This is an optimization exercise on Yosys and OpenROAD, whose aim is small area and a short achievable clock period, not a production implementation. Only the layout flow was run in this run; the RTL was not checked for function there.

==> run.sh <==
#!/bin/bash
# synth_recipe.tcl (not shown) runs the flow's synth.tcl, then flattens the netlist and writes it again
# the make line also repeats each setting of config.mk as NAME=value (left out here)
make -C /OpenROAD-flow-scripts/flow DESIGN_CONFIG=/design/flow/config.mk WORK_HOME=/design/flow/orfs CLKGATE_MAP_FILE= SYNTH_SCRIPT=/design/flow/synth_recipe.tcl finish
==> config.mk <==
export PLATFORM = sky130hd
export DESIGN_NAME = mod
export DESIGN_NICKNAME = mod
export VERILOG_FILES = /design/flow/design.v
export SDC_FILE = /design/flow/constraint.sdc
export NUM_CORES = 4
export LEC_CHECK = 0
export CAP_MARGIN = 20
export CORE_MARGIN = 2
export CORE_UTILIZATION = 40
export SETUP_SLACK_MARGIN = 2.5
export SLEW_MARGIN = 20
==> constraint.sdc <==
create_clock -name core_clock -period 5.2 [get_ports {clk}]
set_input_delay 1.0400 -clock core_clock [delete_from_list [all_inputs] [get_ports {clk}]]
set_output_delay 1.0400 -clock core_clock [all_outputs]
set_load 0.01 [all_outputs]
==> design.v <==
`timescale 1ns / 1ps
module mod (
    input logic clk,
    input logic reset,
    input logic [15:0] samp,
    output logic pull,
    output logic pdata
);
    localparam logic [39:0] TH = 40'h00014CCCCC;
    logic [7:0]  cnt;
    logic [15:0] sv;
    logic [39:2] xb;
    logic [39:8] pb;
    logic [1:0] q;
    logic [5:1] cx, cx_n;
    logic [3:1] cp, cp_n;
    logic        pull_r;    
    wire [39:0] xt = {xb, 2'b00} + ({39'd0, cx[1]} << 8) + ({39'd0, cx[2]} << 14) + ({39'd0, cx[3]} << 20) + ({39'd0, cx[4]} << 26) + ({39'd0, cx[5]} << 32);
    wire c0 = (xt >= TH) && !xt[39];
    wire c1 = (xt >= (TH << 1)) && (xt < (40'h8000000000 + TH));
    wire s1 = xb[8] ^ pb[8] ^ q[0];
    wire c2 = (xb[8] & pb[8]) | (xb[8] & q[0]) | (pb[8] & q[0]);
    wire s3 = xb[9] ^ pb[9] ^ q[1];
    wire c4 = (xb[9] & pb[9]) | (xb[9] & q[1]) | (pb[9] & q[1]);
    wire s5 = xb[10] ^ pb[10];
    wire c6 = xb[10] & pb[10];
    wire s7 = xb[11] ^ pb[11];
    wire c8 = xb[11] & pb[11];
    wire s9 = xb[12] ^ pb[12] ^ q[0];
    wire c10 = (xb[12] & pb[12]) | (xb[12] & q[0]) | (pb[12] & q[0]);
    wire s11 = xb[13] ^ pb[13] ^ q[1];
    wire c12 = (xb[13] & pb[13]) | (xb[13] & q[1]) | (pb[13] & q[1]);
    wire s13 = xb[14] ^ pb[14] ^ cp[1];
    wire c14 = (xb[14] & pb[14]) | (xb[14] & cp[1]) | (pb[14] & cp[1]);
    wire s15 = xb[15] ^ pb[15];
    wire c16 = xb[15] & pb[15];
    wire s17 = xb[16] ^ pb[16] ^ q[0];
    wire c18 = (xb[16] & pb[16]) | (xb[16] & q[0]) | (pb[16] & q[0]);
    wire s19 = xb[17] ^ pb[17] ^ q[1];
    wire c20 = (xb[17] & pb[17]) | (xb[17] & q[1]) | (pb[17] & q[1]);
    wire s21 = xb[18] ^ pb[18];
    wire c22 = xb[18] & pb[18];
    wire s23 = xb[19] ^ pb[19] ^ cp[2];
    wire c24 = (xb[19] & pb[19]) | (xb[19] & cp[2]) | (pb[19] & cp[2]);
    wire s25 = xb[20] ^ pb[20] ^ q[0];
    wire c26 = (xb[20] & pb[20]) | (xb[20] & q[0]) | (pb[20] & q[0]);
    wire s27 = xb[21] ^ pb[21] ^ q[1];
    wire c28 = (xb[21] & pb[21]) | (xb[21] & q[1]) | (pb[21] & q[1]);
    wire s29 = xb[22] ^ pb[22];
    wire c30 = xb[22] & pb[22];
    wire s31 = xb[23] ^ pb[23] ^ q[1];
    wire c32 = (xb[23] & pb[23]) | (xb[23] & q[1]) | (pb[23] & q[1]);
    wire s33 = xb[24] ^ pb[24] ^ q[0];
    wire c34 = (xb[24] & pb[24]) | (xb[24] & q[0]) | (pb[24] & q[0]);
    wire s35 = xb[25] ^ pb[25] ^ cp[3];
    wire c36 = (xb[25] & pb[25]) | (xb[25] & cp[3]) | (pb[25] & cp[3]);
    wire s37 = xb[26] ^ pb[26] ^ q[0];
    wire c38 = (xb[26] & pb[26]) | (xb[26] & q[0]) | (pb[26] & q[0]);
    wire s39 = xb[27] ^ pb[27] ^ q[1];
    wire c40 = (xb[27] & pb[27]) | (xb[27] & q[1]) | (pb[27] & q[1]);
    wire s41 = xb[28] ^ pb[28] ^ q[0];
    wire c42 = (xb[28] & pb[28]) | (xb[28] & q[0]) | (pb[28] & q[0]);
    wire s43 = xb[29] ^ pb[29] ^ q[1];
    wire c44 = (xb[29] & pb[29]) | (xb[29] & q[1]) | (pb[29] & q[1]);
    wire s45 = xb[30] ^ pb[30] ^ q[0];
    wire c46 = (xb[30] & pb[30]) | (xb[30] & q[0]) | (pb[30] & q[0]);
    wire s47 = xb[31] ^ pb[31] ^ q[1];
    wire c48 = (xb[31] & pb[31]) | (xb[31] & q[1]) | (pb[31] & q[1]);
    wire s49 = xb[32] ^ pb[32] ^ q[0];
    wire c50 = (xb[32] & pb[32]) | (xb[32] & q[0]) | (pb[32] & q[0]);
    wire s51 = xb[33] ^ pb[33] ^ q[1];
    wire c52 = (xb[33] & pb[33]) | (xb[33] & q[1]) | (pb[33] & q[1]);
    wire s53 = xb[34] ^ pb[34] ^ q[0];
    wire c54 = (xb[34] & pb[34]) | (xb[34] & q[0]) | (pb[34] & q[0]);
    wire s55 = xb[35] ^ pb[35] ^ q[1];
    wire c56 = (xb[35] & pb[35]) | (xb[35] & q[1]) | (pb[35] & q[1]);
    wire s57 = xb[36] ^ pb[36] ^ q[0];
    wire c58 = (xb[36] & pb[36]) | (xb[36] & q[0]) | (pb[36] & q[0]);
    wire s59 = xb[37] ^ pb[37] ^ q[1];
    wire c60 = (xb[37] & pb[37]) | (xb[37] & q[1]) | (pb[37] & q[1]);
    wire s61 = xb[38] ^ pb[38] ^ q[0];
    wire c62 = (xb[38] & pb[38]) | (xb[38] & q[0]) | (pb[38] & q[0]);
    wire s63 = xb[39] ^ pb[39] ^ q[1];
    wire c64 = (xb[39] & pb[39]) | (xb[39] & q[1]) | (pb[39] & q[1]);
    wire [6:0] xs65 = {1'b0, xb[7], xb[6], xb[5], xb[4], xb[3], xb[2]} + {1'b0, 1'b0, 1'b0, q[1], q[0], 1'b0, q[0]} + 7'(1'b0);
    assign cx_n[1] = xs65[6];
    wire [6:0] xs66 = {1'b0, s11, s9, s7, s5, s3, s1} + {1'b0, c10, c8, c6, c4, c2, 1'b0} + 7'(cx[1]);
    assign cx_n[2] = xs66[6];
    wire [6:0] xs67 = {1'b0, s23, s21, s19, s17, s15, s13} + {1'b0, c22, c20, c18, c16, c14, c12} + 7'(cx[2]);
    assign cx_n[3] = xs67[6];
    wire [6:0] xs68 = {1'b0, s35, s33, s31, s29, s27, s25} + {1'b0, c34, c32, c30, c28, c26, c24} + 7'(cx[3]);
    assign cx_n[4] = xs68[6];
    wire [6:0] xs69 = {1'b0, s47, s45, s43, s41, s39, s37} + {1'b0, c46, c44, c42, c40, c38, c36} + 7'(cx[4]);
    assign cx_n[5] = xs69[6];
    wire [8:0] xs70 = {1'b0, s63, s61, s59, s57, s55, s53, s51, s49} + {1'b0, c62, c60, c58, c56, c54, c52, c50, c48} + 9'(cx[5]);
    wire [6:0] ps71 = {1'b0, pb[13], pb[12], pb[11], pb[10], pb[9], pb[8]} + {1'b0, sv[5], sv[4], sv[3], sv[2], sv[1], sv[0]} + 7'(1'b0);
    assign cp_n[1] = ps71[6];
    wire [5:0] ps72 = {1'b0, pb[18], pb[17], pb[16], pb[15], pb[14]} + {1'b0, sv[10], sv[9], sv[8], sv[7], sv[6]} + 6'(cp[1]);
    assign cp_n[2] = ps72[5];
    wire [6:0] ps73 = {1'b0, pb[24], pb[23], pb[22], pb[21], pb[20], pb[19]} + {1'b0, q[1], sv[15], sv[14], sv[13], sv[12], sv[11]} + 7'(cp[2]);
    assign cp_n[3] = ps73[6];
    wire [15:0] ps74 = {1'b0, pb[39], pb[38], pb[37], pb[36], pb[35], pb[34], pb[33], pb[32], pb[31], pb[30], pb[29], pb[28], pb[27], pb[26], pb[25]} + {1'b0, q[1], q[1], q[1], q[1], q[1], q[1], q[1], q[1], q[1], q[1], q[1], q[1], q[1], q[1], q[1]} + 16'(cp[3]);
    wire [39:2] xb_n = {xs70[7], xs70[6], xs70[5], xs70[4], xs70[3], xs70[2], xs70[1], xs70[0], xs69[5], xs69[4], xs69[3], xs69[2], xs69[1], xs69[0], xs68[5], xs68[4], xs68[3], xs68[2], xs68[1], xs68[0], xs67[5], xs67[4], xs67[3], xs67[2], xs67[1], xs67[0], xs66[5], xs66[4], xs66[3], xs66[2], xs66[1], xs66[0], xs65[5], xs65[4], xs65[3], xs65[2], xs65[1], xs65[0]};
    wire [39:8] pb_n = {ps74[14], ps74[13], ps74[12], ps74[11], ps74[10], ps74[9], ps74[8], ps74[7], ps74[6], ps74[5], ps74[4], ps74[3], ps74[2], ps74[1], ps74[0], ps73[5], ps73[4], ps73[3], ps73[2], ps73[1], ps73[0], ps72[4], ps72[3], ps72[2], ps72[1], ps72[0], ps71[5], ps71[4], ps71[3], ps71[2], ps71[1], ps71[0]};
    always_ff @(posedge clk or posedge reset) begin
        if (reset) begin
            cnt <= 8'hFF;
            pull_r <= 1'b1;
            sv  <= '0;
            xb  <= '0;
            pb  <= '0;
            q   <= '0;
            cx  <= '0;
            cp  <= '0;
        end else begin
            cnt <= cnt + 8'd1;
            pull_r <= (cnt == 8'hFE);
            if (cnt == 8'hFF) sv <= samp;
            xb  <= xb_n;
            pb  <= pb_n;
            cx  <= cx_n;
            cp  <= cp_n;
            q[0] <= q[0] ? c1 : c0;
            q[1] <= q[1] ? c1 : c0;
        end
    end
    assign pull  = pull_r;
    assign pdata = q[0];
endmodule
==> summary.md <==
| Metric | Value |
|---|---|
| Fill cell count | 1,774 |
| DRT iter0 DRCs | 345 |
| Placed cell count | 1,007 |
| Setup Skew | 14.0 ps |
| Min cycle time layout | 2720 ps |
| Clk sinks | 105 |
| Cell taking the most area after synthesis | dfrtp_1 |
| Hold Violations, Final | 0 |
| Slew margin rel. | 39.4% |
| Gp weighted congestion | 0.879 |
| Area of the multi-input gates | 4970 µm² |
| Critical Path Start Type | flop |
| Final wirelength | 16.8 mm |
| Share of the synthesized area in the top cell type | 31.0% |
| Max Freq | 368 MHz |
| Largest cells by area after synthesis | dfrtp_1, ha_1, fa_1, xnor2_1, a21o_1 |
| Met1 Track Usage GR | 25.4% |
| CP arrival | 2940 ps |
| Core area | 18,800 µm² |
| GRT overflow | 0 |
| DR vias/cell | 5.38 |
| Synthesis warning total | 1 |
| Status | timing/DRC/antenna clean |
| RSZ-0062 raised after global routing | true |
| Drt drc | 0 |
| Slew Viols, Final | 0 |
| GRT met3 Usage | 2.98% |
| Row count | 50 |
| Post-DP Area | 8170 µm² |
| Register area | 2660 µm² |
| Final hold slack | 489 ps |
| Root Driver | clkbuf_16 |
| Syn-to-layout area delta | 15.5% |
| Starting Density | 41.1% |
| Global route hottest layer | met2 |
| Number of flops mapped to enable cells by yosys | 0 |
| Async SR Flop Fraction | 100% |
| Yosys cell types | 69 |
| GRT met2 Usage | 28.6% |
| Util after Layout | 47.5% |
| Setup CP Type | reg -> reg |
| CP endpoint kind | flop |
| Via count | 5,658 |
| Gr usage total | 18.0% |
| Synth Cell Area | 7740 µm² |
| Top_reg_cell synth | dfrtp_1 |
| Post-synth net total | 879 |
| CTS Buf Count | 9 |
| Die ar. | 20,500 µm² |
| Syn Area/Cell | 10.4 µm² |
| Clock transition at path regs | 80 ps |
| Clock Tree Buf Depth | 2 |
| Seq cells post-synth | 105 |
| Worst-Skew Late Latency | 360 ps |
| Post-synthesis cell count | 746 |
| Port Buffers | 19 |
| DP HPWL | 12.2 mm |
| Layout cells sized above 1 | 17.6% |
| CTS tree | yes |
| Final number of setup-violating endpoints | 0 |
| TritonRoute pass-1 iters | 5 |
| Routed len/inst | 16.0 µm |
| Sequential-to-total area share from yosys stat | 34.1% |
| Non-Filler Instances | 1,051 |
| Global-route wire length before repair | 29.3 mm |
| Hold Path Class | reg -> reg |
| Num ports | 20 |
| Die W | 143 µm |
| Vias in the first global route | 5,929 |
| Final Net Count | 919 |
| Largest net degree at the start of global routing | 43 |
| CTS Hold Bufs | 0 |
| Setup_tns | 0 ps |
| Max Cap Viol | 0 |
| Die Ht | 143 µm |
| Initial antenna violation count | 0 |
| Tcrit/Tclk final | 52.3% |
| Final antenna-violating net count | 0 |
| Diodes inserted | 0 |
| CP required | 5430 ps |
| Final instance area | 8940 µm² |
| Worst Tran Pin Value | 907 ps |
| H-tree Lvls | 3 |
| Crit Path Max Fanout | 6 |
[cell families after synthesis]
group                      Yosys count  synth area share [%]
AOI/OAI and AO/OA                  173                  15.4
and+or+nand+nor                    184                  13.2
adders and majority gates          115                  22.7
DFF                                105                  34.1
buffers and inverters               84                  4.52
muxes                               21                  2.97
xor gates and xnor gates            64                  7.24
[flip-flops by register name, indices dropped and copies added (netlist names)]
name	flops
pb	32
q	2
cx	5
cnt	8
cp	3
sv	16
pull_r	1
xb	38
[routing by layer]
metal,share of wire [%],wire length [µm],vias up
met2,48,8000,81
met3,3.3,547,13
li1,-,-,2752
met4,1.3,212,0
met5,0,0,-
met1,48,8060,2812
[what timing repair did]
action	in CTS	in global routing
gates cloned	0	0
pin swaps	8	24
setup endpoints to repair	20	10
gates resized for setup	27	38
setup buffers	16	12
endpoints found under the hold margin	0	0
[final timing paths]
| path | start | end | slack, ps | cells past startpoint |
|---|---|---|---|---|
| max | xb[14] | q[0] | 2480 | 9 |
| min | cnt[6] | cnt[6] | 490 | 1 |
| max reg2reg | xb[14] | q[0] | 2480 | 9 |
| min reg2reg | cnt[6] | cnt[6] | 490 | 1 |
| max in group asynchronous | reset | q[0] | 2950 | 3 |
| min in group asynchronous | reset | sv[14] | 1240 | 2 |
[stage by stage]
| step | setup slack (ps) |
|---|---|
| after floorplan | 2360 |
| after global placement | 2000 |
| after detailed placement | 1940 |
| after CTS | 2480 |
| after global routing | 2390 |
| final | 2480 |
[cell usage in the layout (no fill, tap or decap), drive strengths merged, types with 4 or more instances in the layout]
cell type       n
xor2           20
xnor2          44
mux2           16
clkbuf         10
mux2i           5
buf            30
a211oi          7
nor2           33
o21a            6
fa             42
a21oi          47
dfrtp          96
nand4          15
o21ai          20
a21o           34
and3           10
nand2b         10
a311oi          4
dfstp           9
inv            67
nor2b           9
a211o           4
nor4b           4
clkdlybuf4s50  19
nand2          28
o21bai          9
nor4            6
and2            6
and4            5
nor3           17
a31oi           4
nand3          22
o211ai          5
ha             73
or3             5
[cell type report]
type | count | share of cell area (%)
timing repair buffer | 49 | 4.91
clock buffer | 10 | 2.67
inverter | 64 | 2.76
clock inverter | 6 | 0.728
multi-input combinational | 557 | 55.6
tap | 260 | 3.64
sequential | 105 | 29.7
[synthesized netlist by cell type (6+ instances only)]
cell	n
fa_1	42
clkbuf_1	8
dfrtp_1	96
o21ai_0	20
nand2_1	28
a211oi_1	7
dfstp_2	9
xnor2_1	44
a21oi_1	45
mux2_2	16
nand2b_1	10
buf_2	7
nor2_1	33
nor3_1	17
nor2b_1	9
and3_1	8
o21bai_1	9
a21o_1	33
nand4_1	15
inv_1	64
xor2_1	20
nand3_1	22
o21a_1	6
ha_1	73
[critical path, stage by stage (launching register included)]
cell	delay, ps
dfrtp_1	420
ha_4	280
and4_4	250
a21oi_4	80
or3_4	430
a32o_2	300
nor4b_4	260
and3_4	250
and4bb_2	240
a211oi_2	70

## separate check: timing with driven ports
The results above use ideal ports. As a check the final layout listed here was re-extracted and re-timed, cells and wires unchanged.
Step 1 assumes that a clkbuf_16 drives the clock port and a buf_2 every other input.
Step 2, shift: input delay + t, output delay - t, t = (earliest + latest rising clock arrival at the registers) / 2. This alone moves slack from input paths to output paths.
Three values: ideal, step 1, step 2; two values: the first two.
t, ns: 0.397
setup slack, ns: 2.481 / 2.481 / 2.481
worst setup path at the end: register to register
cell pins on the clock port's net: 1
After both steps this run still meets setup and hold. The setup slack of this run moves by 0.000 ns with the drivers and by 0.000 ns with both steps.
